Context: an optimization exercise on an open-source flow, tuned for small area and a short achievable clock period. The choices shown serve that exercise and are no tape-out recipe.
In this exercise RTL edits were held to simulation tests only and were not proved equivalent to the original.
Power figures rest on the tool's default switching activity, not on a simulated workload.

== nickel ==
## ecliptic_top
module ecliptic_top
  (
   input wire          clk,
   input wire          nrst,
   input wire [31:0]   src1,
   input wire [31:0]   src2,
   input wire          bop_req,
   input wire [1:0]    bop_op,
   output logic [31:0] bop_res,
   output logic        bop_ack,
   input wire          cls_req,
   output logic [9:0]  cls_res,
   output logic        cls_ack,
   input wire          cmp_req,
   input wire [2:0]    cmp_op,
   output logic [31:0] cmp_res,
   output logic        cmp_invalid,
   output logic        cmp_ack,
   input wire          cvtw_req,
   input wire [1:0]    cvtw_rm,
   input wire          cvtw_unsigned,
   output logic [31:0] cvtw_res,
   output logic        cvtw_invalid,
   output logic        cvtw_inexact,
   output logic        cvtw_ack,
   input wire          cvts_req,
   input wire [1:0]    cvts_rm,
   input wire          cvts_unsigned,
   output logic [31:0] cvts_res,
   output logic        cvts_inexact,
   output logic        cvts_ack
   );
Size: about 1,900 cells after synthesis, roughly 140 flip-flops.
export LEC_CHECK = 0
export ABC_AREA = 1
export CAP_MARGIN = 20
export CORE_MARGIN = 2
export CORE_UTILIZATION = 40
export CTS_BUF_LIST = sky130_fd_sc_hd__clkbuf_8
export GPL_ROUTABILITY_DRIVEN = 0
export GPL_TIMING_DRIVEN = 0
export SETUP_SLACK_MARGIN = 3.7
export SLEW_MARGIN = 20
export SYNTH_HIERARCHICAL = 1
export TNS_END_PERCENT = 20
create_clock -name core_clock -period 7.5 [get_ports {clk}]
standard.sh (not shown) runs the stock make flow with config.mk's settings and CLKGATE_MAP_FILE= SYNTH_SCRIPT=/design/flow/synth_recipe.tcl, a recipe that flattens the netlist after the stock synthesis.
==> flow/flow/run.sh <==
#!/bin/bash
# Standard ORFS layout, with plain buf_1 cells as the port buffers
# instead of the default clkdlybuf4s50_1 delay cells.
set -euo pipefail
export BUFFER_PORTS_ARGS="-buffer_cell sky130_fd_sc_hd__buf_1"
bash standard.sh > standard.log 2>&1
nickel reached the final stage; the timing, DRC and antenna checks on its layout passed.
--- input diff nickel..onyx ---
# nickel
export LEC_CHECK = 0
export ABC_AREA = 1
export CAP_MARGIN = 20
export CORE_MARGIN = 2
export CORE_UTILIZATION = 40
export CTS_BUF_LIST = sky130_fd_sc_hd__clkbuf_8
export GPL_ROUTABILITY_DRIVEN = 0
export GPL_TIMING_DRIVEN = 0
export SETUP_SLACK_MARGIN = 3.7
export SLEW_MARGIN = 20
export SYNTH_HIERARCHICAL = 1
export TNS_END_PERCENT = 20
create_clock -name core_clock -period 7.5 [get_ports {clk}]
# onyx
export LEC_CHECK = 0
export ABC_AREA = 1
export CAP_MARGIN = 20
export CORE_MARGIN = 2
export CORE_UTILIZATION = 40
export CTS_BUF_LIST = sky130_fd_sc_hd__clkbuf_8
export GPL_TIMING_DRIVEN = 0
export SETUP_SLACK_MARGIN = 3.8
export SLEW_MARGIN = 20
export SYNTH_HIERARCHICAL = 1
create_clock -name core_clock -period 7.5 [get_ports {clk}]
--- outcome ---
Looking at worst setup slack after layout, onyx sits 0.020 ns above nickel. The global-route usage of onyx exceeds that of nickel by 1.5 points. Per the comparison of onyx with nickel, clock-pin slew on the worst setup and hold paths about even; critical path depth rose 2; minimum period implied by the final worst setup slack fell 0.020 ns; setup fix buffers added after clock tree synthesis rose 8.
--- input diff onyx..delta ---
# onyx
export LEC_CHECK = 0
export ABC_AREA = 1
export CAP_MARGIN = 20
export CORE_MARGIN = 2
export CORE_UTILIZATION = 40
export CTS_BUF_LIST = sky130_fd_sc_hd__clkbuf_8
export GPL_TIMING_DRIVEN = 0
export SETUP_SLACK_MARGIN = 3.8
export SLEW_MARGIN = 20
export SYNTH_HIERARCHICAL = 1
create_clock -name core_clock -period 7.5 [get_ports {clk}]
# delta
export LEC_CHECK = 0
export ABC_AREA = 1
export CAP_MARGIN = 20
export CORE_MARGIN = 2
export CORE_UTILIZATION = 50
export CTS_BUF_LIST = sky130_fd_sc_hd__clkbuf_8
export GPL_ROUTABILITY_DRIVEN = 0
export GPL_TIMING_DRIVEN = 0
export SETUP_SLACK_MARGIN = 3.6
export SLEW_MARGIN = 20
export SYNTH_HIERARCHICAL = 1
export TNS_END_PERCENT = 20
create_clock -name core_clock -period 7.5 [get_ports {clk}]
--- outcome ---
Post-CTS repair timing setup buffer count: delta vs onyx down 11
Between delta and onyx, routed wire length on met3 is higher for delta, onyx comes in under that.
NOTE: proportion of power drawn by combinational gates in delta falls short of that of onyx
Changes observed in delta relative to onyx: final cell area excluding filler cells moved down; worst slew margin relative to its limit moved up.
Looking only at total buffers and inverters traversed by the critical path, and setting everything else aside, the lower value of delta and onyx goes to delta.
Final critical-path share of the clock period in delta vs onyx: up 2.1 points
The higher number of non-filler instances in the completed layout came out of onyx.
Worst setup slack on delta is behind onyx.
Input-level comparison between juniper and delta:
# delta
export LEC_CHECK = 0
export ABC_AREA = 1
export CAP_MARGIN = 20
export CORE_MARGIN = 2
export CORE_UTILIZATION = 50
export CTS_BUF_LIST = sky130_fd_sc_hd__clkbuf_8
export GPL_ROUTABILITY_DRIVEN = 0
export GPL_TIMING_DRIVEN = 0
export SETUP_SLACK_MARGIN = 3.6
export SLEW_MARGIN = 20
export SYNTH_HIERARCHICAL = 1
export TNS_END_PERCENT = 20
create_clock -name core_clock -period 7.5 [get_ports {clk}]
# juniper
export LEC_CHECK = 0
export ABC_AREA = 1
export CAP_MARGIN = 20
export CORE_MARGIN = 2
export CORE_UTILIZATION = 40
export CTS_BUF_LIST = sky130_fd_sc_hd__clkbuf_8
export GPL_ROUTABILITY_DRIVEN = 0
export GPL_TIMING_DRIVEN = 0
export SETUP_SLACK_MARGIN = 3.6
export SLEW_MARGIN = 20
export SYNTH_HIERARCHICAL = 1
export TNS_END_PERCENT = 20
create_clock -name core_clock -period 7.5 [get_ports {clk}]
## What came out
Higher post-route fraction of the period consumed by the critical path among juniper and delta: delta. [juniper] measured slew at the worst slew-check pin fell 0.018 ns relative to delta. A start point of the critical path of cvts_mag[0]$_SDFF_PN0_ is what juniper shows, while src1[12] belongs to delta. Between juniper and delta, the area inside the core boundary is higher for juniper.
Setup changes, juniper to garnet
# juniper
export LEC_CHECK = 0
export ABC_AREA = 1
export CAP_MARGIN = 20
export CORE_MARGIN = 2
export CORE_UTILIZATION = 40
export CTS_BUF_LIST = sky130_fd_sc_hd__clkbuf_8
export GPL_ROUTABILITY_DRIVEN = 0
export GPL_TIMING_DRIVEN = 0
export SETUP_SLACK_MARGIN = 3.6
export SLEW_MARGIN = 20
export SYNTH_HIERARCHICAL = 1
export TNS_END_PERCENT = 20
create_clock -name core_clock -period 7.5 [get_ports {clk}]
# garnet
export LEC_CHECK = 0
export ABC_AREA = 1
export CAP_MARGIN = 20
export CORE_MARGIN = 2
export CORE_UTILIZATION = 40
export CTS_BUF_LIST = sky130_fd_sc_hd__clkbuf_8
export SETUP_SLACK_MARGIN = 3.6
export SLEW_MARGIN = 20
export SYNTH_HIERARCHICAL = 1
create_clock -name core_clock -period 7.5 [get_ports {clk}]
==> summary.txt <==
- Setup WNS juniper -> garnet: worse
- Looking at total clock network power across garnet and juniper, the one that comes out lower is juniper.
- Diff garnet..juniper | final-layout worst hold slack | negligible
- Looking at combinational power, garnet sits about 5.6% above juniper.
- Going from juniper to garnet, overall power after layout now larger; deepest clock path buffer count comparable.
- Against juniper, routed wire length in garnet came out worse.
- Global-route wire length before repair sits lower in garnet than in juniper.

==> static timing again, ports no longer ideal <==
No port has a modelled driver above. Below, the same layouts with a new extraction and two added sets of constraints. Step 1 sets driving cells, clkbuf_16 on the clock port and buf_2 on the other inputs (assumed; they add their load-dependent delay and slew). Step 2 also shifts input and output timing later by t, the mid clock arrival at the registers, as if the neighbouring blocks saw the same clock. Slacks: ideal ports / drivers / drivers and shift; pairs: ideal ports / drivers.
run | shift t [ns] | setup WS [ns] | worst setup path after step 2
nickel | 0.510 | 3.774 / 3.744 / 3.259 | input to register
onyx | 0.533 | 3.794 / 3.752 / 3.219 | input to register
delta | 0.499 | 3.638 / 3.659 / 3.159 | input to register
juniper | 0.513 | 3.727 / 3.678 / 3.220 | input to register
garnet | 0.503 | 3.617 / 3.623 / 3.120 | input to register
After both steps every run listed still meets setup and hold. For onyx, which loses most, drivers alone change the setup slack by -0.042 ns; drivers and shift together by -0.575 ns.
